Background: an optimization exercise with open tools, aiming at small area, a short achievable clock period and few clock cycles per item. Do not read the settings as production practice.
The RTL was checked by simulation tests, not by an equivalence proof against the original design.
In this run the design's own scripts or RTL, not TritonCTS, make the clock network.
The flow treats the clock pin as an ideal source. Dropping or thinning the clock tree relies on that and would not hold on a real chip.
Power and IR drop assume default switching activity.

==> design.v <==
module s_box (
    input [3:0] i_sb, output [3:0] o_sb
);
    assign o_sb[0] = (!i_sb[3]&!i_sb[2]&i_sb[1]) | (!i_sb[2]&i_sb[1]&i_sb[0]) 
    | (!i_sb[3]&i_sb[2]&!i_sb[1]) | (i_sb[2]&!i_sb[1]&i_sb[0]) | 
    (i_sb[3]&!i_sb[2]&!i_sb[1]&!i_sb[0]) | (i_sb[3]&i_sb[2]&i_sb[1]&!i_sb[0]);
    assign o_sb[1] = (!i_sb[3]&!i_sb[2]&!i_sb[0]) | (!i_sb[3]&!i_sb[1]&!i_sb[0]) | (i_sb[2]&i_sb[1]&i_sb[0]) 
| (i_sb[3]&!i_sb[2]&i_sb[0]) | (i_sb[3]&i_sb[2]&i_sb[1]);
    assign o_sb[2] = (!i_sb[3]&!i_sb[2]&!i_sb[1]) | (!i_sb[2]&!i_sb[1]&!i_sb[0]) | (!i_sb[3]&i_sb[2]&!i_sb[0]) 
| (i_sb[3]&i_sb[1]&i_sb[0]) | (i_sb[3]&i_sb[2]&i_sb[0]);
    assign o_sb[3] = (!i_sb[3]&!i_sb[2]&!i_sb[0]) | (!i_sb[3]&i_sb[1]&!i_sb[0]) | (!i_sb[3]&i_sb[2]&i_sb[0]) 
| (i_sb[3]&!i_sb[1]&!i_sb[0]) | (i_sb[3]&!i_sb[2]&i_sb[1]&i_sb[0]);
endmodule
module block_shuffle (
    input [15:0] i_bs, output [15:0] o_bs
);
    assign o_bs = {i_bs[7:4], i_bs[3:0], i_bs[15:12], i_bs[11:8]};
endmodule
module round_permutation #(
    parameter [5:0] shift = 5'b0000,
    parameter [7:0] data_length = 8'd16
)(
    input [data_length - 1:0] i_rp,  output [data_length - 1:0] o_rp
); 
assign o_rp = (i_rp << shift) | (i_rp >> (data_length - shift));
endmodule
module XOR_layer (
    input [63:0] i_xor, output [63:0] o_xor
);
    assign o_xor = {(i_xor[63:48]^i_xor[47:32]^i_xor[15:0]), (i_xor[47:32]^i_xor[15:0]),(i_xor[63:48]^i_xor[31:16]), (i_xor[63:48]^i_xor[31:16]^i_xor[15:0])};
endmodule
module permutation_layer (
    input [63:0] i_pl, output [63:0] o_pl
);
    wire [63:0] bs2rp;
    wire [63:0] rp2xor;
    genvar i;
    generate
        for (i = 0; i < 4; i = i +1 ) begin
            block_shuffle bs(.i_bs(i_pl[(16*i + 15):16*i]), .o_bs(bs2rp[(16*i + 15):16*i]));
        end
    endgenerate
            round_permutation #(.shift(1), .data_length(16)) rp0(.i_rp(bs2rp[(16*0 + 15):16*0]), .o_rp(rp2xor[15:0]));
            round_permutation #(.shift(4), .data_length(16)) rp1(.i_rp(bs2rp[(16*1 + 15):16*1]), .o_rp(rp2xor[(16 + 15):16*1]));
            round_permutation #(.shift(7), .data_length(16)) rp2(.i_rp(bs2rp[(16*2 + 15):16*2]), .o_rp(rp2xor[(16*2 + 15):16*2]));
            round_permutation #(.shift(9), .data_length(16)) rp3(.i_rp(bs2rp[(16*3 + 15):16*3]), .o_rp(rp2xor[(16*3 + 15):16*3]));
    XOR_layer xl(.i_xor(rp2xor), .o_xor(o_pl));
endmodule
module add_round_key (
    input [63:0] i_ark_msg, input [63:0] i_ark_key,
    output [63:0] o_ark_cipher
);
    wire [63:0] xor_msg_key;
    wire [63:0] sb2pl;
    assign xor_msg_key = i_ark_key ^ i_ark_msg;
    genvar j;
    generate    
    for(j=0; j < 16; j = j + 1) begin
            s_box sb(.i_sb(xor_msg_key[(4*j + 3):4*j]), .o_sb(sb2pl[(4*j + 3):4*j]));
        end
    endgenerate
    permutation_layer pl(.i_pl(sb2pl), .o_pl(o_ark_cipher));
endmodule
module key_scheduler (
    input clk, rst, input [4:0] round_counter, input [79:0] i_ks_oldkey, output [79:0] o_ks_newkey 
);
    wire [79:0] level_shift;
    wire [79:0] level_sbox;
    wire [4:0] xor_rc;
    round_permutation #(.shift(13), .data_length(80)) rp (.i_rp(i_ks_oldkey), .o_rp(level_shift));
    s_box sb(.i_sb(level_shift[3:0]), .o_sb(level_sbox[3:0]));
    assign level_sbox[79:4] = level_shift[79:4];
    assign xor_rc = level_sbox[63:59]^(round_counter -1);
    assign o_ks_newkey = {level_sbox[79:64], xor_rc, level_sbox[58:0]};
endmodule
module boron_enc (
    input  clk, rst, start, input [63:0] plain_text, input [79:0] master_key,
    output reg done, output [63:0] cipher_text
);
    reg        busy;
    reg [4:0]  rc;           
    reg [63:0] x;
    reg [79:0] k;
    wire [63:0] x_next;
    wire [79:0] k_next;
    boron_dp dp(.busy(busy), .rc(rc), .x(x), .k(k), .pt(plain_text), .mk(master_key),
                .x_next(x_next), .k_next(k_next));
    always @(posedge clk) begin
        x <= x_next;
        k <= k_next;
        rc <= busy ? rc + 5'd1 : 5'd0;
    end
    always @(posedge clk) begin
        if (!rst) begin
            busy <= 1'b0;
            done <= 1'b0;
        end else begin
            done <= busy && rc == 5'd24;
            if (!busy)
                busy <= start;
            else if (rc == 5'd24)
                busy <= 1'b0;
        end
    end
    assign cipher_text = x;
endmodule
module boron_dp (
    input busy, input [4:0] rc, input [63:0] x, input [79:0] k,
    input [63:0] pt, input [79:0] mk,
    output [63:0] x_next, output [79:0] k_next
);
    wire [63:0] sp;
    wire [79:0] k_upd;
    add_round_key ark(.i_ark_msg(x), .i_ark_key(64'd0), .o_ark_cipher(sp));
    key_scheduler ks(.clk(1'b0), .rst(1'b0), .round_counter(rc + 5'd1), .i_ks_oldkey(k), .o_ks_newkey(k_upd));
    assign k_next = busy ? k_upd : mk;
    assign x_next = (busy ? sp : pt) ^ k_next[63:0];
endmodule
==> flow/run.sh <==
#!/bin/bash
# Standard layout with three changes:
#  - the design's boron_dp module (the round's next-state logic) is replaced by
#    the same function mapped by hand to cells (dp_mapped.v, from gen/mkdp.py);
#    the registers and the rest of the design go through the standard synthesis;
#  - smaller port buffers (ports.tcl);
#  - a clock tree with the same number of buffers to every register (cts.tcl).
set -euo pipefail
here=$(pwd)
python3 flow/subst.py design.v flow/dp_mapped.v > design_mapped.v 2> subst.log
args=("VERILOG_FILES=$here/design_mapped.v" "PRE_GLOBAL_PLACE_TCL=$here/flow/ports.tcl" "PRE_CTS_TCL=$here/flow/cts.tcl")
if [[ -f flow/extra.txt ]]; then while read -r l; do [[ -n "$l" ]] && args+=("$l"); done < flow/extra.txt; fi
bash standard.sh "${args[@]}" finish > standard.log 2>&1
==> flow/cts.tcl <==
# Clock tree built here instead of by TritonCTS. The flip-flops are split into
# 2^LEAF_LEVELS groups of equal size (alternately by median x and median y);
# each group gets a leaf buffer (CTS_LEAF_CELL, clkbuf_16 by default) at its centre. With ROOT_LEVELS > 0
# the leaf buffers are themselves split the same way into 2^ROOT_LEVELS groups,
# each driven by a clkbuf_16 root buffer; the clock port drives the roots (or
# the leaves). Every register sees the same number of buffers from the port.
set ::cts_leaf_levels [expr {[info exists ::env(CTS_LEAF_LEVELS)] ? $::env(CTS_LEAF_LEVELS) : 2}]
set ::cts_root_levels [expr {[info exists ::env(CTS_ROOT_LEVELS)] ? $::env(CTS_ROOT_LEVELS) : 0}]
set ::cts_leaf_cell [expr {[info exists ::env(CTS_LEAF_CELL)] ? $::env(CTS_LEAF_CELL) : "sky130_fd_sc_hd__clkbuf_16"}]
rename clock_tree_synthesis std_clock_tree_synthesis
proc split_sinks {sinks axis levels} {
  if {$levels == 0} { return [list $sinks] }
  set sorted [lsort -integer -index $axis $sinks]
  set half [expr {[llength $sorted] / 2}]
  set out {}
  foreach part [list [lrange $sorted 0 [expr {$half - 1}]] [lrange $sorted $half end]] {
    lappend out {*}[split_sinks $part [expr {1 - $axis}] [expr {$levels - 1}]]
  }
  return $out
}
proc drive_group {block master net_in g name} {
  set sx 0; set sy 0
  foreach s $g { incr sx [lindex $s 0]; incr sy [lindex $s 1] }
  set cnt [llength $g]
  set x [expr {$sx / $cnt}]
  set y [expr {$sy / $cnt}]
  set net [odb::dbNet_create $block "clknet_$name"]
  $net setSigType CLOCK
  set buf [odb::dbInst_create $block $master "clkbuf_$name"]
  $buf setLocation $x $y
  $buf setPlacementStatus PLACED
  [$buf findITerm A] connect $net_in
  [$buf findITerm X] connect $net
  foreach s $g {
    set it [lindex $s 2]
    $it disconnect
    $it connect $net
  }
  puts "clock buffer $name: $cnt sinks"
  return [list $x $y [$buf findITerm A]]
}
proc clock_tree_synthesis {args} {
  set block [ord::get_db_block]
  set master [[ord::get_db] findMaster sky130_fd_sc_hd__clkbuf_16]
  set leaf_master [[ord::get_db] findMaster $::cts_leaf_cell]
  set clk_net [$block findNet clk]
  set sinks {}
  foreach it [$clk_net getITerms] {
    set loc [[$it getInst] getLocation]
    lappend sinks [list [lindex $loc 0] [lindex $loc 1] $it]
  }
  set leaves {}
  set n 0
  foreach g [split_sinks $sinks 0 $::cts_leaf_levels] {
    lappend leaves [drive_group $block $leaf_master $clk_net $g "leaf_$n"]
    incr n
  }
  if {$::cts_root_levels > 0} {
    set n 0
    foreach g [split_sinks $leaves 0 $::cts_root_levels] {
      drive_group $block $master $clk_net $g "root_$n"
      incr n
    }
  }
  set_propagated_clock [all_clocks]
}
==> flow/dp_mapped.v <==
// boron_dp mapped to sky130_fd_sc_hd cells; written by gen/mkdp.py
module boron_sbox_m (input [3:0] i, output [3:0] o);
  wire n00;
  wire n01;
  wire n02;
  wire n03;
  wire n04;
  wire n05;
  wire n06;
  wire n07;
  wire n08;
  wire n09;
  wire n10;
  wire n11;
  wire n12;
  sky130_fd_sc_hd__inv_1 g0 (.A(i[2]), .Y(n12));
  sky130_fd_sc_hd__nor2_1 g1 (.A(i[1]), .B(i[2]), .Y(n00));
  sky130_fd_sc_hd__nand2b_1 g2 (.A_N(i[0]), .B(i[3]), .Y(n01));
  sky130_fd_sc_hd__nor2_1 g3 (.A(n12), .B(i[0]), .Y(n02));
  sky130_fd_sc_hd__o21ai_1 g4 (.A1(i[3]), .A2(n02), .B1(n01), .Y(n03));
  sky130_fd_sc_hd__nand2_1 g5 (.A(n00), .B(n03), .Y(n04));
  sky130_fd_sc_hd__o21ai_1 g6 (.A1(n00), .A2(n03), .B1(n04), .Y(o[2]));
  sky130_fd_sc_hd__nor2_1 g7 (.A(i[0]), .B(i[3]), .Y(n05));
  sky130_fd_sc_hd__nor2b_1 g8 (.A(n12), .B_N(i[1]), .Y(n06));
  sky130_fd_sc_hd__and3_1 g9 (.A(n12), .B(i[0]), .C(i[3]), .X(n07));
  sky130_fd_sc_hd__nor3_1 g10 (.A(n05), .B(n06), .C(n07), .Y(n08));
  sky130_fd_sc_hd__a21oi_1 g11 (.A1(n05), .A2(n06), .B1(n08), .Y(o[1]));
  sky130_fd_sc_hd__nor2_1 g12 (.A(n00), .B(n06), .Y(n09));
  sky130_fd_sc_hd__nand2_1 g13 (.A(n01), .B(n09), .Y(n10));
  sky130_fd_sc_hd__o21ai_1 g14 (.A1(n01), .A2(n09), .B1(n10), .Y(o[0]));
  sky130_fd_sc_hd__a22oi_1 g15 (.A1(n12), .A2(i[0]), .B1(i[1]), .B2(i[3]), .Y(n11));
  sky130_fd_sc_hd__o22a_1 g16 (.A1(i[1]), .A2(n03), .B1(n07), .B2(n11), .X(o[3]));
endmodule

module boron_dp (
    input busy, input [4:0] rc, input [63:0] x, input [79:0] k,
    input [63:0] pt, input [79:0] mk,
    output [63:0] x_next, output [79:0] k_next
);
  wire [63:0] s;
  wire [3:0] ks_o;
  boron_sbox_m sb0 (.i(x[3:0]), .o(s[3:0]));
  boron_sbox_m sb1 (.i(x[7:4]), .o(s[7:4]));
  boron_sbox_m sb2 (.i(x[11:8]), .o(s[11:8]));
  boron_sbox_m sb3 (.i(x[15:12]), .o(s[15:12]));
  boron_sbox_m sb4 (.i(x[19:16]), .o(s[19:16]));
  boron_sbox_m sb5 (.i(x[23:20]), .o(s[23:20]));
  boron_sbox_m sb6 (.i(x[27:24]), .o(s[27:24]));
  boron_sbox_m sb7 (.i(x[31:28]), .o(s[31:28]));
  boron_sbox_m sb8 (.i(x[35:32]), .o(s[35:32]));
  boron_sbox_m sb9 (.i(x[39:36]), .o(s[39:36]));
  boron_sbox_m sb10 (.i(x[43:40]), .o(s[43:40]));
  boron_sbox_m sb11 (.i(x[47:44]), .o(s[47:44]));
  boron_sbox_m sb12 (.i(x[51:48]), .o(s[51:48]));
  boron_sbox_m sb13 (.i(x[55:52]), .o(s[55:52]));
  boron_sbox_m sb14 (.i(x[59:56]), .o(s[59:56]));
  boron_sbox_m sb15 (.i(x[63:60]), .o(s[63:60]));
  boron_sbox_m ksb (.i({k[70], k[69], k[68], k[67]}), .o(ks_o));
  wire kx0;
  wire kx1;
  wire kx2;
  wire kx3;
  wire kx4;
  wire p32;
  wire p16;
  wire p48;
  wire p0;
  wire p33;
  wire p17;
  wire p49;
  wire p1;
  wire p34;
  wire p18;
  wire p50;
  wire p2;
  wire p35;
  wire p19;
  wire p51;
  wire p3;
  wire p36;
  wire p20;
  wire p52;
  wire p4;
  wire p37;
  wire p21;
  wire p53;
  wire p5;
  wire p38;
  wire p22;
  wire p54;
  wire p6;
  wire p39;
  wire p23;
  wire p55;
  wire p7;
  wire p40;
  wire p24;
  wire p56;
  wire p8;
  wire p41;
  wire p25;
  wire p57;
  wire p9;
  wire p42;
  wire p26;
  wire p58;
  wire p10;
  wire p43;
  wire p27;
  wire p59;
  wire p11;
  wire p44;
  wire p28;
  wire p60;
  wire p12;
  wire p45;
  wire p29;
  wire p61;
  wire p13;
  wire p46;
  wire p30;
  wire p62;
  wire p14;
  wire p47;
  wire p31;
  wire p63;
  wire p15;
  wire mi0;
  wire mi1;
  wire mi2;
  wire mi3;
  wire mi4;
  wire mi5;
  wire mi6;
  wire mi7;
  wire mi8;
  wire mi9;
  wire mi10;
  wire mi11;
  wire mi12;
  wire mi13;
  wire mi14;
  wire mi15;
  wire mi16;
  wire mi17;
  wire mi18;
  wire mi19;
  wire mi20;
  wire mi21;
  wire mi22;
  wire mi23;
  wire mi24;
  wire mi25;
  wire mi26;
  wire mi27;
  wire mi28;
  wire mi29;
  wire mi30;
  wire mi31;
  wire mi32;
  wire mi33;
  wire mi34;
  wire mi35;
  wire mi36;
  wire mi37;
  wire mi38;
  wire mi39;
  wire mi40;
  wire mi41;
  wire mi42;
  wire mi43;
  wire mi44;
  wire mi45;
  wire mi46;
  wire mi47;
  wire mi48;
  wire mi49;
  wire mi50;
  wire mi51;
  wire mi52;
  wire mi53;
  wire mi54;
  wire mi55;
  wire mi56;
  wire mi57;
  wire mi58;
  wire mi59;
  wire mi60;
  wire mi61;
  wire mi62;
  wire mi63;
  sky130_fd_sc_hd__xor2_1 c0 (.A(k[46]), .B(rc[0]), .X(kx0));
  sky130_fd_sc_hd__xor2_1 c1 (.A(k[47]), .B(rc[1]), .X(kx1));
  sky130_fd_sc_hd__xor2_1 c2 (.A(k[48]), .B(rc[2]), .X(kx2));
  sky130_fd_sc_hd__xor2_1 c3 (.A(k[49]), .B(rc[3]), .X(kx3));
  sky130_fd_sc_hd__xor2_1 c4 (.A(k[50]), .B(rc[4]), .X(kx4));
  sky130_fd_sc_hd__mux2_1 c5 (.A0(mk[0]), .A1(ks_o[0]), .S(busy), .X(k_next[0]));
  sky130_fd_sc_hd__mux2_1 c6 (.A0(mk[1]), .A1(ks_o[1]), .S(busy), .X(k_next[1]));
  sky130_fd_sc_hd__mux2_1 c7 (.A0(mk[2]), .A1(ks_o[2]), .S(busy), .X(k_next[2]));
  sky130_fd_sc_hd__mux2_1 c8 (.A0(mk[3]), .A1(ks_o[3]), .S(busy), .X(k_next[3]));
  sky130_fd_sc_hd__mux2_1 c9 (.A0(mk[4]), .A1(k[71]), .S(busy), .X(k_next[4]));
  sky130_fd_sc_hd__mux2_1 c10 (.A0(mk[5]), .A1(k[72]), .S(busy), .X(k_next[5]));
  sky130_fd_sc_hd__mux2_1 c11 (.A0(mk[6]), .A1(k[73]), .S(busy), .X(k_next[6]));
  sky130_fd_sc_hd__mux2_1 c12 (.A0(mk[7]), .A1(k[74]), .S(busy), .X(k_next[7]));
  sky130_fd_sc_hd__mux2_1 c13 (.A0(mk[8]), .A1(k[75]), .S(busy), .X(k_next[8]));
  sky130_fd_sc_hd__mux2_1 c14 (.A0(mk[9]), .A1(k[76]), .S(busy), .X(k_next[9]));
  sky130_fd_sc_hd__mux2_1 c15 (.A0(mk[10]), .A1(k[77]), .S(busy), .X(k_next[10]));
  sky130_fd_sc_hd__mux2_1 c16 (.A0(mk[11]), .A1(k[78]), .S(busy), .X(k_next[11]));
  sky130_fd_sc_hd__mux2_1 c17 (.A0(mk[12]), .A1(k[79]), .S(busy), .X(k_next[12]));
  sky130_fd_sc_hd__mux2_1 c18 (.A0(mk[13]), .A1(k[0]), .S(busy), .X(k_next[13]));
  sky130_fd_sc_hd__mux2_1 c19 (.A0(mk[14]), .A1(k[1]), .S(busy), .X(k_next[14]));
  sky130_fd_sc_hd__mux2_1 c20 (.A0(mk[15]), .A1(k[2]), .S(busy), .X(k_next[15]));
  sky130_fd_sc_hd__mux2_1 c21 (.A0(mk[16]), .A1(k[3]), .S(busy), .X(k_next[16]));
  sky130_fd_sc_hd__mux2_1 c22 (.A0(mk[17]), .A1(k[4]), .S(busy), .X(k_next[17]));
  sky130_fd_sc_hd__mux2_1 c23 (.A0(mk[18]), .A1(k[5]), .S(busy), .X(k_next[18]));
  sky130_fd_sc_hd__mux2_1 c24 (.A0(mk[19]), .A1(k[6]), .S(busy), .X(k_next[19]));
  sky130_fd_sc_hd__mux2_1 c25 (.A0(mk[20]), .A1(k[7]), .S(busy), .X(k_next[20]));
  sky130_fd_sc_hd__mux2_1 c26 (.A0(mk[21]), .A1(k[8]), .S(busy), .X(k_next[21]));
  sky130_fd_sc_hd__mux2_1 c27 (.A0(mk[22]), .A1(k[9]), .S(busy), .X(k_next[22]));
  sky130_fd_sc_hd__mux2_1 c28 (.A0(mk[23]), .A1(k[10]), .S(busy), .X(k_next[23]));
  sky130_fd_sc_hd__mux2_1 c29 (.A0(mk[24]), .A1(k[11]), .S(busy), .X(k_next[24]));
  sky130_fd_sc_hd__mux2_1 c30 (.A0(mk[25]), .A1(k[12]), .S(busy), .X(k_next[25]));
  sky130_fd_sc_hd__mux2_1 c31 (.A0(mk[26]), .A1(k[13]), .S(busy), .X(k_next[26]));
  sky130_fd_sc_hd__mux2_1 c32 (.A0(mk[27]), .A1(k[14]), .S(busy), .X(k_next[27]));
  sky130_fd_sc_hd__mux2_1 c33 (.A0(mk[28]), .A1(k[15]), .S(busy), .X(k_next[28]));
  sky130_fd_sc_hd__mux2_1 c34 (.A0(mk[29]), .A1(k[16]), .S(busy), .X(k_next[29]));
  sky130_fd_sc_hd__mux2_1 c35 (.A0(mk[30]), .A1(k[17]), .S(busy), .X(k_next[30]));
  sky130_fd_sc_hd__mux2_1 c36 (.A0(mk[31]), .A1(k[18]), .S(busy), .X(k_next[31]));
  sky130_fd_sc_hd__mux2_1 c37 (.A0(mk[32]), .A1(k[19]), .S(busy), .X(k_next[32]));
  sky130_fd_sc_hd__mux2_1 c38 (.A0(mk[33]), .A1(k[20]), .S(busy), .X(k_next[33]));
  sky130_fd_sc_hd__mux2_1 c39 (.A0(mk[34]), .A1(k[21]), .S(busy), .X(k_next[34]));
  sky130_fd_sc_hd__mux2_1 c40 (.A0(mk[35]), .A1(k[22]), .S(busy), .X(k_next[35]));
  sky130_fd_sc_hd__mux2_1 c41 (.A0(mk[36]), .A1(k[23]), .S(busy), .X(k_next[36]));
  sky130_fd_sc_hd__mux2_1 c42 (.A0(mk[37]), .A1(k[24]), .S(busy), .X(k_next[37]));
  sky130_fd_sc_hd__mux2_1 c43 (.A0(mk[38]), .A1(k[25]), .S(busy), .X(k_next[38]));
  sky130_fd_sc_hd__mux2_1 c44 (.A0(mk[39]), .A1(k[26]), .S(busy), .X(k_next[39]));
  sky130_fd_sc_hd__mux2_1 c45 (.A0(mk[40]), .A1(k[27]), .S(busy), .X(k_next[40]));
  sky130_fd_sc_hd__mux2_1 c46 (.A0(mk[41]), .A1(k[28]), .S(busy), .X(k_next[41]));
  sky130_fd_sc_hd__mux2_1 c47 (.A0(mk[42]), .A1(k[29]), .S(busy), .X(k_next[42]));
  sky130_fd_sc_hd__mux2_1 c48 (.A0(mk[43]), .A1(k[30]), .S(busy), .X(k_next[43]));
  sky130_fd_sc_hd__mux2_1 c49 (.A0(mk[44]), .A1(k[31]), .S(busy), .X(k_next[44]));
  sky130_fd_sc_hd__mux2_1 c50 (.A0(mk[45]), .A1(k[32]), .S(busy), .X(k_next[45]));
  sky130_fd_sc_hd__mux2_1 c51 (.A0(mk[46]), .A1(k[33]), .S(busy), .X(k_next[46]));
  sky130_fd_sc_hd__mux2_1 c52 (.A0(mk[47]), .A1(k[34]), .S(busy), .X(k_next[47]));
  sky130_fd_sc_hd__mux2_1 c53 (.A0(mk[48]), .A1(k[35]), .S(busy), .X(k_next[48]));
  sky130_fd_sc_hd__mux2_1 c54 (.A0(mk[49]), .A1(k[36]), .S(busy), .X(k_next[49]));
  sky130_fd_sc_hd__mux2_1 c55 (.A0(mk[50]), .A1(k[37]), .S(busy), .X(k_next[50]));
  sky130_fd_sc_hd__mux2_1 c56 (.A0(mk[51]), .A1(k[38]), .S(busy), .X(k_next[51]));
  sky130_fd_sc_hd__mux2_1 c57 (.A0(mk[52]), .A1(k[39]), .S(busy), .X(k_next[52]));
  sky130_fd_sc_hd__mux2_1 c58 (.A0(mk[53]), .A1(k[40]), .S(busy), .X(k_next[53]));
  sky130_fd_sc_hd__mux2_1 c59 (.A0(mk[54]), .A1(k[41]), .S(busy), .X(k_next[54]));
  sky130_fd_sc_hd__mux2_1 c60 (.A0(mk[55]), .A1(k[42]), .S(busy), .X(k_next[55]));
  sky130_fd_sc_hd__mux2_1 c61 (.A0(mk[56]), .A1(k[43]), .S(busy), .X(k_next[56]));
  sky130_fd_sc_hd__mux2_1 c62 (.A0(mk[57]), .A1(k[44]), .S(busy), .X(k_next[57]));
  sky130_fd_sc_hd__mux2_1 c63 (.A0(mk[58]), .A1(k[45]), .S(busy), .X(k_next[58]));
  sky130_fd_sc_hd__mux2_1 c64 (.A0(mk[59]), .A1(kx0), .S(busy), .X(k_next[59]));
  sky130_fd_sc_hd__mux2_1 c65 (.A0(mk[60]), .A1(kx1), .S(busy), .X(k_next[60]));
  sky130_fd_sc_hd__mux2_1 c66 (.A0(mk[61]), .A1(kx2), .S(busy), .X(k_next[61]));
  sky130_fd_sc_hd__mux2_1 c67 (.A0(mk[62]), .A1(kx3), .S(busy), .X(k_next[62]));
  sky130_fd_sc_hd__mux2_1 c68 (.A0(mk[63]), .A1(kx4), .S(busy), .X(k_next[63]));
  sky130_fd_sc_hd__mux2_1 c69 (.A0(mk[64]), .A1(k[51]), .S(busy), .X(k_next[64]));
  sky130_fd_sc_hd__mux2_1 c70 (.A0(mk[65]), .A1(k[52]), .S(busy), .X(k_next[65]));
  sky130_fd_sc_hd__mux2_1 c71 (.A0(mk[66]), .A1(k[53]), .S(busy), .X(k_next[66]));
  sky130_fd_sc_hd__mux2_1 c72 (.A0(mk[67]), .A1(k[54]), .S(busy), .X(k_next[67]));
  sky130_fd_sc_hd__mux2_1 c73 (.A0(mk[68]), .A1(k[55]), .S(busy), .X(k_next[68]));
  sky130_fd_sc_hd__mux2_1 c74 (.A0(mk[69]), .A1(k[56]), .S(busy), .X(k_next[69]));
  sky130_fd_sc_hd__mux2_1 c75 (.A0(mk[70]), .A1(k[57]), .S(busy), .X(k_next[70]));
  sky130_fd_sc_hd__mux2_1 c76 (.A0(mk[71]), .A1(k[58]), .S(busy), .X(k_next[71]));
  sky130_fd_sc_hd__mux2_1 c77 (.A0(mk[72]), .A1(k[59]), .S(busy), .X(k_next[72]));
  sky130_fd_sc_hd__mux2_1 c78 (.A0(mk[73]), .A1(k[60]), .S(busy), .X(k_next[73]));
  sky130_fd_sc_hd__mux2_1 c79 (.A0(mk[74]), .A1(k[61]), .S(busy), .X(k_next[74]));
  sky130_fd_sc_hd__mux2_1 c80 (.A0(mk[75]), .A1(k[62]), .S(busy), .X(k_next[75]));
  sky130_fd_sc_hd__mux2_1 c81 (.A0(mk[76]), .A1(k[63]), .S(busy), .X(k_next[76]));
  sky130_fd_sc_hd__mux2_1 c82 (.A0(mk[77]), .A1(k[64]), .S(busy), .X(k_next[77]));
  sky130_fd_sc_hd__mux2_1 c83 (.A0(mk[78]), .A1(k[65]), .S(busy), .X(k_next[78]));
  sky130_fd_sc_hd__mux2_1 c84 (.A0(mk[79]), .A1(k[66]), .S(busy), .X(k_next[79]));
  sky130_fd_sc_hd__xor2_1 c85 (.A(s[33]), .B(s[7]), .X(p32));
  sky130_fd_sc_hd__xor2_1 c86 (.A(s[63]), .B(s[20]), .X(p16));
  sky130_fd_sc_hd__xor2_1 c87 (.A(p32), .B(s[63]), .X(p48));
  sky130_fd_sc_hd__xor2_1 c88 (.A(p16), .B(s[7]), .X(p0));
  sky130_fd_sc_hd__xor2_1 c89 (.A(s[34]), .B(s[8]), .X(p33));
  sky130_fd_sc_hd__xor2_1 c90 (.A(s[48]), .B(s[21]), .X(p17));
  sky130_fd_sc_hd__xor2_1 c91 (.A(p33), .B(s[48]), .X(p49));
  sky130_fd_sc_hd__xor2_1 c92 (.A(p17), .B(s[8]), .X(p1));
  sky130_fd_sc_hd__xor2_1 c93 (.A(s[35]), .B(s[9]), .X(p34));
  sky130_fd_sc_hd__xor2_1 c94 (.A(s[49]), .B(s[22]), .X(p18));
  sky130_fd_sc_hd__xor2_1 c95 (.A(p34), .B(s[49]), .X(p50));
  sky130_fd_sc_hd__xor2_1 c96 (.A(p18), .B(s[9]), .X(p2));
  sky130_fd_sc_hd__xor2_1 c97 (.A(s[36]), .B(s[10]), .X(p35));
  sky130_fd_sc_hd__xor2_1 c98 (.A(s[50]), .B(s[23]), .X(p19));
  sky130_fd_sc_hd__xor2_1 c99 (.A(p35), .B(s[50]), .X(p51));
  sky130_fd_sc_hd__xor2_1 c100 (.A(p19), .B(s[10]), .X(p3));
  sky130_fd_sc_hd__xor2_1 c101 (.A(s[37]), .B(s[11]), .X(p36));
  sky130_fd_sc_hd__xor2_1 c102 (.A(s[51]), .B(s[24]), .X(p20));
  sky130_fd_sc_hd__xor2_1 c103 (.A(p36), .B(s[51]), .X(p52));
  sky130_fd_sc_hd__xor2_1 c104 (.A(p20), .B(s[11]), .X(p4));
  sky130_fd_sc_hd__xor2_1 c105 (.A(s[38]), .B(s[12]), .X(p37));
  sky130_fd_sc_hd__xor2_1 c106 (.A(s[52]), .B(s[25]), .X(p21));
  sky130_fd_sc_hd__xor2_1 c107 (.A(p37), .B(s[52]), .X(p53));
  sky130_fd_sc_hd__xor2_1 c108 (.A(p21), .B(s[12]), .X(p5));
  sky130_fd_sc_hd__xor2_1 c109 (.A(s[39]), .B(s[13]), .X(p38));
  sky130_fd_sc_hd__xor2_1 c110 (.A(s[53]), .B(s[26]), .X(p22));
  sky130_fd_sc_hd__xor2_1 c111 (.A(p38), .B(s[53]), .X(p54));
  sky130_fd_sc_hd__xor2_1 c112 (.A(p22), .B(s[13]), .X(p6));
  sky130_fd_sc_hd__xor2_1 c113 (.A(s[40]), .B(s[14]), .X(p39));
  sky130_fd_sc_hd__xor2_1 c114 (.A(s[54]), .B(s[27]), .X(p23));
  sky130_fd_sc_hd__xor2_1 c115 (.A(p39), .B(s[54]), .X(p55));
  sky130_fd_sc_hd__xor2_1 c116 (.A(p23), .B(s[14]), .X(p7));
  sky130_fd_sc_hd__xor2_1 c117 (.A(s[41]), .B(s[15]), .X(p40));
  sky130_fd_sc_hd__xor2_1 c118 (.A(s[55]), .B(s[28]), .X(p24));
  sky130_fd_sc_hd__xor2_1 c119 (.A(p40), .B(s[55]), .X(p56));
  sky130_fd_sc_hd__xor2_1 c120 (.A(p24), .B(s[15]), .X(p8));
  sky130_fd_sc_hd__xor2_1 c121 (.A(s[42]), .B(s[0]), .X(p41));
  sky130_fd_sc_hd__xor2_1 c122 (.A(s[56]), .B(s[29]), .X(p25));
  sky130_fd_sc_hd__xor2_1 c123 (.A(p41), .B(s[56]), .X(p57));
  sky130_fd_sc_hd__xor2_1 c124 (.A(p25), .B(s[0]), .X(p9));
  sky130_fd_sc_hd__xor2_1 c125 (.A(s[43]), .B(s[1]), .X(p42));
  sky130_fd_sc_hd__xor2_1 c126 (.A(s[57]), .B(s[30]), .X(p26));
  sky130_fd_sc_hd__xor2_1 c127 (.A(p42), .B(s[57]), .X(p58));
  sky130_fd_sc_hd__xor2_1 c128 (.A(p26), .B(s[1]), .X(p10));
  sky130_fd_sc_hd__xor2_1 c129 (.A(s[44]), .B(s[2]), .X(p43));
  sky130_fd_sc_hd__xor2_1 c130 (.A(s[58]), .B(s[31]), .X(p27));
  sky130_fd_sc_hd__xor2_1 c131 (.A(p43), .B(s[58]), .X(p59));
  sky130_fd_sc_hd__xor2_1 c132 (.A(p27), .B(s[2]), .X(p11));
  sky130_fd_sc_hd__xor2_1 c133 (.A(s[45]), .B(s[3]), .X(p44));
  sky130_fd_sc_hd__xor2_1 c134 (.A(s[59]), .B(s[16]), .X(p28));
  sky130_fd_sc_hd__xor2_1 c135 (.A(p44), .B(s[59]), .X(p60));
  sky130_fd_sc_hd__xor2_1 c136 (.A(p28), .B(s[3]), .X(p12));
  sky130_fd_sc_hd__xor2_1 c137 (.A(s[46]), .B(s[4]), .X(p45));
  sky130_fd_sc_hd__xor2_1 c138 (.A(s[60]), .B(s[17]), .X(p29));
  sky130_fd_sc_hd__xor2_1 c139 (.A(p45), .B(s[60]), .X(p61));
  sky130_fd_sc_hd__xor2_1 c140 (.A(p29), .B(s[4]), .X(p13));
  sky130_fd_sc_hd__xor2_1 c141 (.A(s[47]), .B(s[5]), .X(p46));
  sky130_fd_sc_hd__xor2_1 c142 (.A(s[61]), .B(s[18]), .X(p30));
  sky130_fd_sc_hd__xor2_1 c143 (.A(p46), .B(s[61]), .X(p62));
  sky130_fd_sc_hd__xor2_1 c144 (.A(p30), .B(s[5]), .X(p14));
  sky130_fd_sc_hd__xor2_1 c145 (.A(s[32]), .B(s[6]), .X(p47));
  sky130_fd_sc_hd__xor2_1 c146 (.A(s[62]), .B(s[19]), .X(p31));
  sky130_fd_sc_hd__xor2_1 c147 (.A(p47), .B(s[62]), .X(p63));
  sky130_fd_sc_hd__xor2_1 c148 (.A(p31), .B(s[6]), .X(p15));
  sky130_fd_sc_hd__mux2i_1 c149 (.A0(pt[0]), .A1(p0), .S(busy), .Y(mi0));
  sky130_fd_sc_hd__xnor2_1 c150 (.A(mi0), .B(k_next[0]), .Y(x_next[0]));
  sky130_fd_sc_hd__mux2i_1 c151 (.A0(pt[1]), .A1(p1), .S(busy), .Y(mi1));
  sky130_fd_sc_hd__xnor2_1 c152 (.A(mi1), .B(k_next[1]), .Y(x_next[1]));
  sky130_fd_sc_hd__mux2i_1 c153 (.A0(pt[2]), .A1(p2), .S(busy), .Y(mi2));
  sky130_fd_sc_hd__xnor2_1 c154 (.A(mi2), .B(k_next[2]), .Y(x_next[2]));
  sky130_fd_sc_hd__mux2i_1 c155 (.A0(pt[3]), .A1(p3), .S(busy), .Y(mi3));
  sky130_fd_sc_hd__xnor2_1 c156 (.A(mi3), .B(k_next[3]), .Y(x_next[3]));
  sky130_fd_sc_hd__mux2i_1 c157 (.A0(pt[4]), .A1(p4), .S(busy), .Y(mi4));
  sky130_fd_sc_hd__xnor2_1 c158 (.A(mi4), .B(k_next[4]), .Y(x_next[4]));
  sky130_fd_sc_hd__mux2i_1 c159 (.A0(pt[5]), .A1(p5), .S(busy), .Y(mi5));
  sky130_fd_sc_hd__xnor2_1 c160 (.A(mi5), .B(k_next[5]), .Y(x_next[5]));
  sky130_fd_sc_hd__mux2i_1 c161 (.A0(pt[6]), .A1(p6), .S(busy), .Y(mi6));
  sky130_fd_sc_hd__xnor2_1 c162 (.A(mi6), .B(k_next[6]), .Y(x_next[6]));
  sky130_fd_sc_hd__mux2i_1 c163 (.A0(pt[7]), .A1(p7), .S(busy), .Y(mi7));
  sky130_fd_sc_hd__xnor2_1 c164 (.A(mi7), .B(k_next[7]), .Y(x_next[7]));
  sky130_fd_sc_hd__mux2i_1 c165 (.A0(pt[8]), .A1(p8), .S(busy), .Y(mi8));
  sky130_fd_sc_hd__xnor2_1 c166 (.A(mi8), .B(k_next[8]), .Y(x_next[8]));
  sky130_fd_sc_hd__mux2i_1 c167 (.A0(pt[9]), .A1(p9), .S(busy), .Y(mi9));
  sky130_fd_sc_hd__xnor2_1 c168 (.A(mi9), .B(k_next[9]), .Y(x_next[9]));
  sky130_fd_sc_hd__mux2i_1 c169 (.A0(pt[10]), .A1(p10), .S(busy), .Y(mi10));
  sky130_fd_sc_hd__xnor2_1 c170 (.A(mi10), .B(k_next[10]), .Y(x_next[10]));
  sky130_fd_sc_hd__mux2i_1 c171 (.A0(pt[11]), .A1(p11), .S(busy), .Y(mi11));
  sky130_fd_sc_hd__xnor2_1 c172 (.A(mi11), .B(k_next[11]), .Y(x_next[11]));
  sky130_fd_sc_hd__mux2i_1 c173 (.A0(pt[12]), .A1(p12), .S(busy), .Y(mi12));
  sky130_fd_sc_hd__xnor2_1 c174 (.A(mi12), .B(k_next[12]), .Y(x_next[12]));
  sky130_fd_sc_hd__mux2i_1 c175 (.A0(pt[13]), .A1(p13), .S(busy), .Y(mi13));
  sky130_fd_sc_hd__xnor2_1 c176 (.A(mi13), .B(k_next[13]), .Y(x_next[13]));
  sky130_fd_sc_hd__mux2i_1 c177 (.A0(pt[14]), .A1(p14), .S(busy), .Y(mi14));
  sky130_fd_sc_hd__xnor2_1 c178 (.A(mi14), .B(k_next[14]), .Y(x_next[14]));
  sky130_fd_sc_hd__mux2i_1 c179 (.A0(pt[15]), .A1(p15), .S(busy), .Y(mi15));
  sky130_fd_sc_hd__xnor2_1 c180 (.A(mi15), .B(k_next[15]), .Y(x_next[15]));
  sky130_fd_sc_hd__mux2i_1 c181 (.A0(pt[16]), .A1(p16), .S(busy), .Y(mi16));
  sky130_fd_sc_hd__xnor2_1 c182 (.A(mi16), .B(k_next[16]), .Y(x_next[16]));
  sky130_fd_sc_hd__mux2i_1 c183 (.A0(pt[17]), .A1(p17), .S(busy), .Y(mi17));
  sky130_fd_sc_hd__xnor2_1 c184 (.A(mi17), .B(k_next[17]), .Y(x_next[17]));
  sky130_fd_sc_hd__mux2i_1 c185 (.A0(pt[18]), .A1(p18), .S(busy), .Y(mi18));
  sky130_fd_sc_hd__xnor2_1 c186 (.A(mi18), .B(k_next[18]), .Y(x_next[18]));
  sky130_fd_sc_hd__mux2i_1 c187 (.A0(pt[19]), .A1(p19), .S(busy), .Y(mi19));
  sky130_fd_sc_hd__xnor2_1 c188 (.A(mi19), .B(k_next[19]), .Y(x_next[19]));
  sky130_fd_sc_hd__mux2i_1 c189 (.A0(pt[20]), .A1(p20), .S(busy), .Y(mi20));
  sky130_fd_sc_hd__xnor2_1 c190 (.A(mi20), .B(k_next[20]), .Y(x_next[20]));
  sky130_fd_sc_hd__mux2i_1 c191 (.A0(pt[21]), .A1(p21), .S(busy), .Y(mi21));
  sky130_fd_sc_hd__xnor2_1 c192 (.A(mi21), .B(k_next[21]), .Y(x_next[21]));
  sky130_fd_sc_hd__mux2i_1 c193 (.A0(pt[22]), .A1(p22), .S(busy), .Y(mi22));
  sky130_fd_sc_hd__xnor2_1 c194 (.A(mi22), .B(k_next[22]), .Y(x_next[22]));
  sky130_fd_sc_hd__mux2i_1 c195 (.A0(pt[23]), .A1(p23), .S(busy), .Y(mi23));
  sky130_fd_sc_hd__xnor2_1 c196 (.A(mi23), .B(k_next[23]), .Y(x_next[23]));
  sky130_fd_sc_hd__mux2i_1 c197 (.A0(pt[24]), .A1(p24), .S(busy), .Y(mi24));
  sky130_fd_sc_hd__xnor2_1 c198 (.A(mi24), .B(k_next[24]), .Y(x_next[24]));
  sky130_fd_sc_hd__mux2i_1 c199 (.A0(pt[25]), .A1(p25), .S(busy), .Y(mi25));
  sky130_fd_sc_hd__xnor2_1 c200 (.A(mi25), .B(k_next[25]), .Y(x_next[25]));
  sky130_fd_sc_hd__mux2i_1 c201 (.A0(pt[26]), .A1(p26), .S(busy), .Y(mi26));
  sky130_fd_sc_hd__xnor2_1 c202 (.A(mi26), .B(k_next[26]), .Y(x_next[26]));
  sky130_fd_sc_hd__mux2i_1 c203 (.A0(pt[27]), .A1(p27), .S(busy), .Y(mi27));
  sky130_fd_sc_hd__xnor2_1 c204 (.A(mi27), .B(k_next[27]), .Y(x_next[27]));
  sky130_fd_sc_hd__mux2i_1 c205 (.A0(pt[28]), .A1(p28), .S(busy), .Y(mi28));
  sky130_fd_sc_hd__xnor2_1 c206 (.A(mi28), .B(k_next[28]), .Y(x_next[28]));
  sky130_fd_sc_hd__mux2i_1 c207 (.A0(pt[29]), .A1(p29), .S(busy), .Y(mi29));
  sky130_fd_sc_hd__xnor2_1 c208 (.A(mi29), .B(k_next[29]), .Y(x_next[29]));
  sky130_fd_sc_hd__mux2i_1 c209 (.A0(pt[30]), .A1(p30), .S(busy), .Y(mi30));
  sky130_fd_sc_hd__xnor2_1 c210 (.A(mi30), .B(k_next[30]), .Y(x_next[30]));
  sky130_fd_sc_hd__mux2i_1 c211 (.A0(pt[31]), .A1(p31), .S(busy), .Y(mi31));
  sky130_fd_sc_hd__xnor2_1 c212 (.A(mi31), .B(k_next[31]), .Y(x_next[31]));
  sky130_fd_sc_hd__mux2i_1 c213 (.A0(pt[32]), .A1(p32), .S(busy), .Y(mi32));
  sky130_fd_sc_hd__xnor2_1 c214 (.A(mi32), .B(k_next[32]), .Y(x_next[32]));
  sky130_fd_sc_hd__mux2i_1 c215 (.A0(pt[33]), .A1(p33), .S(busy), .Y(mi33));
  sky130_fd_sc_hd__xnor2_1 c216 (.A(mi33), .B(k_next[33]), .Y(x_next[33]));
  sky130_fd_sc_hd__mux2i_1 c217 (.A0(pt[34]), .A1(p34), .S(busy), .Y(mi34));
  sky130_fd_sc_hd__xnor2_1 c218 (.A(mi34), .B(k_next[34]), .Y(x_next[34]));
  sky130_fd_sc_hd__mux2i_1 c219 (.A0(pt[35]), .A1(p35), .S(busy), .Y(mi35));
  sky130_fd_sc_hd__xnor2_1 c220 (.A(mi35), .B(k_next[35]), .Y(x_next[35]));
  sky130_fd_sc_hd__mux2i_1 c221 (.A0(pt[36]), .A1(p36), .S(busy), .Y(mi36));
  sky130_fd_sc_hd__xnor2_1 c222 (.A(mi36), .B(k_next[36]), .Y(x_next[36]));
  sky130_fd_sc_hd__mux2i_1 c223 (.A0(pt[37]), .A1(p37), .S(busy), .Y(mi37));
  sky130_fd_sc_hd__xnor2_1 c224 (.A(mi37), .B(k_next[37]), .Y(x_next[37]));
  sky130_fd_sc_hd__mux2i_1 c225 (.A0(pt[38]), .A1(p38), .S(busy), .Y(mi38));
  sky130_fd_sc_hd__xnor2_1 c226 (.A(mi38), .B(k_next[38]), .Y(x_next[38]));
  sky130_fd_sc_hd__mux2i_1 c227 (.A0(pt[39]), .A1(p39), .S(busy), .Y(mi39));
  sky130_fd_sc_hd__xnor2_1 c228 (.A(mi39), .B(k_next[39]), .Y(x_next[39]));
  sky130_fd_sc_hd__mux2i_1 c229 (.A0(pt[40]), .A1(p40), .S(busy), .Y(mi40));
  sky130_fd_sc_hd__xnor2_1 c230 (.A(mi40), .B(k_next[40]), .Y(x_next[40]));
  sky130_fd_sc_hd__mux2i_1 c231 (.A0(pt[41]), .A1(p41), .S(busy), .Y(mi41));
  sky130_fd_sc_hd__xnor2_1 c232 (.A(mi41), .B(k_next[41]), .Y(x_next[41]));
  sky130_fd_sc_hd__mux2i_1 c233 (.A0(pt[42]), .A1(p42), .S(busy), .Y(mi42));
  sky130_fd_sc_hd__xnor2_1 c234 (.A(mi42), .B(k_next[42]), .Y(x_next[42]));
  sky130_fd_sc_hd__mux2i_1 c235 (.A0(pt[43]), .A1(p43), .S(busy), .Y(mi43));
  sky130_fd_sc_hd__xnor2_1 c236 (.A(mi43), .B(k_next[43]), .Y(x_next[43]));
  sky130_fd_sc_hd__mux2i_1 c237 (.A0(pt[44]), .A1(p44), .S(busy), .Y(mi44));
  sky130_fd_sc_hd__xnor2_1 c238 (.A(mi44), .B(k_next[44]), .Y(x_next[44]));
  sky130_fd_sc_hd__mux2i_1 c239 (.A0(pt[45]), .A1(p45), .S(busy), .Y(mi45));
  sky130_fd_sc_hd__xnor2_1 c240 (.A(mi45), .B(k_next[45]), .Y(x_next[45]));
  sky130_fd_sc_hd__mux2i_1 c241 (.A0(pt[46]), .A1(p46), .S(busy), .Y(mi46));
  sky130_fd_sc_hd__xnor2_1 c242 (.A(mi46), .B(k_next[46]), .Y(x_next[46]));
  sky130_fd_sc_hd__mux2i_1 c243 (.A0(pt[47]), .A1(p47), .S(busy), .Y(mi47));
  sky130_fd_sc_hd__xnor2_1 c244 (.A(mi47), .B(k_next[47]), .Y(x_next[47]));
  sky130_fd_sc_hd__mux2i_1 c245 (.A0(pt[48]), .A1(p48), .S(busy), .Y(mi48));
  sky130_fd_sc_hd__xnor2_1 c246 (.A(mi48), .B(k_next[48]), .Y(x_next[48]));
  sky130_fd_sc_hd__mux2i_1 c247 (.A0(pt[49]), .A1(p49), .S(busy), .Y(mi49));
  sky130_fd_sc_hd__xnor2_1 c248 (.A(mi49), .B(k_next[49]), .Y(x_next[49]));
  sky130_fd_sc_hd__mux2i_1 c249 (.A0(pt[50]), .A1(p50), .S(busy), .Y(mi50));
  sky130_fd_sc_hd__xnor2_1 c250 (.A(mi50), .B(k_next[50]), .Y(x_next[50]));
  sky130_fd_sc_hd__mux2i_1 c251 (.A0(pt[51]), .A1(p51), .S(busy), .Y(mi51));
  sky130_fd_sc_hd__xnor2_1 c252 (.A(mi51), .B(k_next[51]), .Y(x_next[51]));
  sky130_fd_sc_hd__mux2i_1 c253 (.A0(pt[52]), .A1(p52), .S(busy), .Y(mi52));
  sky130_fd_sc_hd__xnor2_1 c254 (.A(mi52), .B(k_next[52]), .Y(x_next[52]));
  sky130_fd_sc_hd__mux2i_1 c255 (.A0(pt[53]), .A1(p53), .S(busy), .Y(mi53));
  sky130_fd_sc_hd__xnor2_1 c256 (.A(mi53), .B(k_next[53]), .Y(x_next[53]));
  sky130_fd_sc_hd__mux2i_1 c257 (.A0(pt[54]), .A1(p54), .S(busy), .Y(mi54));
  sky130_fd_sc_hd__xnor2_1 c258 (.A(mi54), .B(k_next[54]), .Y(x_next[54]));
  sky130_fd_sc_hd__mux2i_1 c259 (.A0(pt[55]), .A1(p55), .S(busy), .Y(mi55));
  sky130_fd_sc_hd__xnor2_1 c260 (.A(mi55), .B(k_next[55]), .Y(x_next[55]));
  sky130_fd_sc_hd__mux2i_1 c261 (.A0(pt[56]), .A1(p56), .S(busy), .Y(mi56));
  sky130_fd_sc_hd__xnor2_1 c262 (.A(mi56), .B(k_next[56]), .Y(x_next[56]));
  sky130_fd_sc_hd__mux2i_1 c263 (.A0(pt[57]), .A1(p57), .S(busy), .Y(mi57));
  sky130_fd_sc_hd__xnor2_1 c264 (.A(mi57), .B(k_next[57]), .Y(x_next[57]));
  sky130_fd_sc_hd__mux2i_1 c265 (.A0(pt[58]), .A1(p58), .S(busy), .Y(mi58));
  sky130_fd_sc_hd__xnor2_1 c266 (.A(mi58), .B(k_next[58]), .Y(x_next[58]));
  sky130_fd_sc_hd__mux2i_1 c267 (.A0(pt[59]), .A1(p59), .S(busy), .Y(mi59));
  sky130_fd_sc_hd__xnor2_1 c268 (.A(mi59), .B(k_next[59]), .Y(x_next[59]));
  sky130_fd_sc_hd__mux2i_1 c269 (.A0(pt[60]), .A1(p60), .S(busy), .Y(mi60));
  sky130_fd_sc_hd__xnor2_1 c270 (.A(mi60), .B(k_next[60]), .Y(x_next[60]));
  sky130_fd_sc_hd__mux2i_1 c271 (.A0(pt[61]), .A1(p61), .S(busy), .Y(mi61));
  sky130_fd_sc_hd__xnor2_1 c272 (.A(mi61), .B(k_next[61]), .Y(x_next[61]));
  sky130_fd_sc_hd__mux2i_1 c273 (.A0(pt[62]), .A1(p62), .S(busy), .Y(mi62));
  sky130_fd_sc_hd__xnor2_1 c274 (.A(mi62), .B(k_next[62]), .Y(x_next[62]));
  sky130_fd_sc_hd__mux2i_1 c275 (.A0(pt[63]), .A1(p63), .S(busy), .Y(mi63));
  sky130_fd_sc_hd__xnor2_1 c276 (.A(mi63), .B(k_next[63]), .Y(x_next[63]));
endmodule
==> flow/extra.txt <==
CTS_LEAF_LEVELS=3
CTS_ROOT_LEVELS=1
CTS_LEAF_CELL=sky130_fd_sc_hd__clkbuf_8
X_FLOP_CELL=sky130_fd_sc_hd__dfxtp_2
==> flow/ports.tcl <==
# Port buffers: buf_1 on the inputs, buf_2 on the outputs (which drive the
# output load), in place of the single buffer_ports call global placement makes.
rename buffer_ports std_buffer_ports
proc buffer_ports {args} {
  std_buffer_ports -inputs -buffer_cell sky130_fd_sc_hd__buf_1
  std_buffer_ports -outputs -buffer_cell sky130_fd_sc_hd__buf_2
}

# The state register drives the cipher_text outputs: give its flip-flops the
# next drive strength up (same cell type, dfxtp).
if {[info exists ::env(X_FLOP_CELL)]} {
  foreach inst [get_cells {x[*]$_DFF_P_}] {
    replace_cell $inst $::env(X_FLOP_CELL)
  }
}
==> flow/subst.py <==
#!/usr/bin/env python3
"""subst.py DESIGN MAPPED: prints DESIGN with its boron_dp module replaced by the
cell-level modules in MAPPED (the same function, mapped by hand)."""
import re, sys
design = open(sys.argv[1]).read()
mapped = open(sys.argv[2]).read()
out, n = re.subn(r"(?ms)^\s*module\s+boron_dp\b.*?^\s*endmodule\b", "", design)
if n != 1:
    sys.exit("boron_dp not found exactly once in " + sys.argv[1])
sys.stdout.write(out + "\n" + mapped)
==> standard.sh <==
#!/bin/bash
# synth_recipe.tcl (not shown) runs the flow's synth.tcl, then flattens the netlist and writes it again
# the make line also repeats each setting of config.mk as NAME=value (left out here)
make -C /OpenROAD-flow-scripts/flow DESIGN_CONFIG=/design/flow/config.mk WORK_HOME=/design/flow/orfs CLKGATE_MAP_FILE= SYNTH_SCRIPT=/design/flow/synth_recipe.tcl "${@:-finish}"
==> config.mk <==
export PLATFORM = sky130hd
export DESIGN_NAME = boron_enc
export DESIGN_NICKNAME = boron_enc
export VERILOG_FILES = /design/flow/design.v
export SDC_FILE = /design/flow/constraint.sdc
export NUM_CORES = 4
export LEC_CHECK = 0
export CAP_MARGIN = 20
export CORE_MARGIN = 2
export CORE_UTILIZATION = 65
export SETUP_SLACK_MARGIN = 3.1
export SLEW_MARGIN = 20
==> constraint.sdc <==
create_clock -name core_clock -period 5.0 [get_ports {clk}]
set_input_delay 1.0000 -clock core_clock [delete_from_list [all_inputs] [get_ports {clk}]]
set_output_delay 1.0000 -clock core_clock [all_outputs]
set_load 0.01 [all_outputs]
==> reports/qor.tcl <==
set qor(power.share.combinational) 0.662
set qor(setup_viol) 0
set qor(synth_enable_flop_cells) 0
set qor(critical_path.max_stage_delay_ns) 0.35
set qor(slew-limit-headroom) 0.696
set qor(dieWidth_um) 110
set qor(average_routed_wire_per_standard_cell_um) 19.0
set qor(inst_count_dp) 1090
set qor(die_y_um) 110
set qor(power_density_over_cell_area_nw_per_um2) 861
set qor(layout_common_cells) {buf_1, dfxtp_1, mux2_1}
set qor(rsz0062_at_grt) {true}
set qor(grt_overflow_total) 0
set qor(drc) 0
set qor(top_cell_family_by_delay_on_the_critical_path) {XOR/XNOR gates}
set qor(cpMostUsedCell) {xor2_2}
set qor(dr_iter_0_viols) 464
set qor(final_layout_size_suffix_gt1_frac) 0.239
set qor(synth.top_cell.area_share) 0.412
set qor(cellInternalPower_mw) 4.10
set qor(place_congestion) 0.898
set qor(via_count_of_the_first_global_routing_pass) 6003
set qor(detail_route.vias_per_cell) 5.72
set qor(worstSetupEndpointType) {register}
set qor(setup_slack_ns) 3.07
set qor(power.switching_mw) 3.80
set qor(crit_path_start_kind) {register}
set qor(whs_ns) 0.438
set qor(postSynth.topFlopCell) {dfxtp_1}
set qor(timing.fmax_mhz) 518
set qor(min_path_type) {register to register}
set qor(asyncSetResetFlopFracSynth) 0
set qor(synth_area_leaders) {dfxtp_1, mux2_1, mux2i_1, xor2_1, xnor2_1}
set qor(crit_path_max_fanout) 4
set qor(numnets_final) 1125
set qor(std_cell_rows) 38
set qor(maximum_number_of_pins_on_one_net_before_global_route_repair) 46
set qor(drt-total-wl_mm) 21.2
set qor(run_status) {timing/DRC/antenna clean}
set qor(max-vdd-ir-drop_v) 0.000533
set qor(worst-slew-pin-transition_ns) 0.457
set qor(p_clk_frac) 0.073
set qor(swShare) 0.481
set qor(port-buffer-count) 211
set qor(synth_cell_types) 21
set qor(most_common_library_cell_in_the_layout_ignoring_fill_and_taps) {buf_1}
set qor(syn_area_per_cell_sq_um) 9.95
set qor(total_power_mw) 7.90
set qor(netlist_area_sq_um) 7330
set qor(place_area_sq_um) 8480
set qor(synth_sequential_area_ratio) 0.412
set qor(synth_seq_cells) 151
set qor(power_frac_seq) 0.266
set qor(layout-area-overhead-vs-synth_pct) 25.1
set qor(vias) 6378
set qor(finalCriticalPeriod_ns) 1.93
set qor(route.antenna.remaining_nets) 0
set qor(final_hold_viol_count) 0
set qor(critPathArrivalTime_ns) 2.14
set qor(synth_largest_area_cell) {dfxtp_1}
set qor(max-cap-violations) 0
set qor(mappedNetlistNets) 886
set qor(layout.cells.non_filler) 1115
set qor(cells_after_synth) 737
set qor(slew_viol_final) 0
set qor(insertion_delay_ns) 0.32
set qor(dpl.hpwl_mm) 15.6
set qor(crit_chain) {inv_1 > nor2_1 > o21ai_2 > o22a_1 > xor2_2 > xor2_2 > mux2i_1 > xnor2_1}
set qor(crit_path_top_delay_cell) {dfxtp_2}
set qor(worstPathRequired_ns) 5.21
set qor(final.setup.tns_ns) 0
set qor(place_worst_setup_slack_ns) 2.63
set qor(dr.pass1.iters) 5
set qor(antenna_found_initial) 0
set qor(floorplan.initialDensity) 0.671
set qor(timing.final.crit_share) 0.386
set qor(post_route_cell_area_sq_um) 9170
set qor(p_leak_nw) 3.77
set qor(cts.reportedPaths.clkPinSlew_ns) 0.12
set qor(ios) 212
set qor(yosysWarningCount) 1
set qor(core_sq_um) 10900
set qor(clock-skew-final_ns) 0.0181
set qor(grt_first_pass_wirelength_mm) 29.9
set qor(criticalPathCategory) {register to register}
set qor(grt_util_overall) 0.319
set qor(floorplan.die_area_sq_um) 12100
set qor(cp.buffers_inverters) 1
set qor(postLayoutCoreUtil) 0.839
set qor(cts_hold_buf) 0
## worst reg2reg max path: cells and delay by family (launching register included)
kind	cells	cell delay (ns)
mux	1	0.14
buf+inv	1	0.13
flops	1	0.35
xor+xnor	3	0.62
compound gates	2	0.50
simple gates	1	0.08
## power by group through the flow
stage          combinational [mW]  clock [mW]  sequential, mW
2_1_floorplan                2.96           0            2.05
3_3_place_gp                 4.17           0            2.04
3_5_place_dp                 4.30           0            2.07
4_1_cts                      4.49       0.578            2.04
5_1_grt                      5.60       0.616            2.14
6_report                     5.23       0.576            2.10
## routing by layer
layer	track usage	up-vias	share of wire
met5	0	-	0
met4	0.113	0	0.039
met3	0.0429	60	0.072
met2	0.562	288	0.49
met1	0.399	3016	0.40
li1	-	3014	-
## state kept, by name, indices dropped and copies added, names as in the netlist
signal,flops
rc,5
done,1
x,64
busy,1
k,80
## logic make-up after synthesis
| family | share of synthesized area |
|---|---|
| AND/OR/NAND/NOR | 0.116 |
| flip-flops | 0.412 |
| multiplexers | 0.213 |
| XOR/XNOR | 0.160 |
| AO/OA/AOI/OAI | 0.0855 |
| buffers and inverters | 0.00973 |
| adder cells (fa/ha/maj) | 0.00341 |
## what timing repair did
| item | in CTS | in global routing |
|---|---|---|
| setup buffers | 1 | 13 |
| hold endpoints to repair | 0 | 0 |
| pin swaps | 5 | 19 |
| setup endpoints to repair | 93 | 58 |
| resized for setup | 16 | 74 |
## Yosys cell counts (17+ instances only)
master    number
inv_1         19
xnor2_1       64
mux2_1        80
nand2_1       36
nand2b_1      19
nor2_1        68
o21ai_1       51
and3_1        18
xor2_1        70
o22a_1        17
a22oi_1       17
mux2i_1       66
nor2b_1       18
nor3_1        17
dfxtp_1      151
a21oi_1       18
## path summary, 6_finish.rpt
path	cells past startpoint	end	slack (ns)	start
setup / recovery	8	x[12]	3.07	x[58]
hold / removal	1	k[78]	0.44	k[65]
setup reg to reg	8	x[12]	3.07	x[58]
hold reg to reg	1	k[78]	0.44	k[65]
## layout make-up
type	count	area, sq um
Sequential cell	151	3130
Fill cell	684	1760
Buffer	10	160
Timing Repair Buffer	227	1040
Multi-Input combinational cell	567	4600
Tap cell	140	175
Antenna cell	1	2.50
Inverter	19	71.3
Testbench counts, summed over its fixed seeds: cycles 9,992, items 384.

-- port drivers added, routing unchanged --
In the flow no input, the clock included, has a driving cell. The finished layout below was timed again as built, in two steps.
Step 1, drivers: a clkbuf_16 drives clk and a buf_2 each remaining input, both assumed.
Step 2 moves the port delays by t, midway between the first and last clock arrival at a register: inputs arrive t later, outputs are due t later. That takes back most of the time a late clock gives input paths.
a / b / c = ideal ports / drivers / drivers and shift; a / b = the first two.
shift t [ns]: 0.372
slack for setup (ns): 3.070 / 3.050 / 3.070
worst data-port slew with drivers (ns): 0.08
After both steps this run still meets setup and hold. The setup slack of this run moves by -0.020 ns with the drivers and by 0.000 ns with both steps.
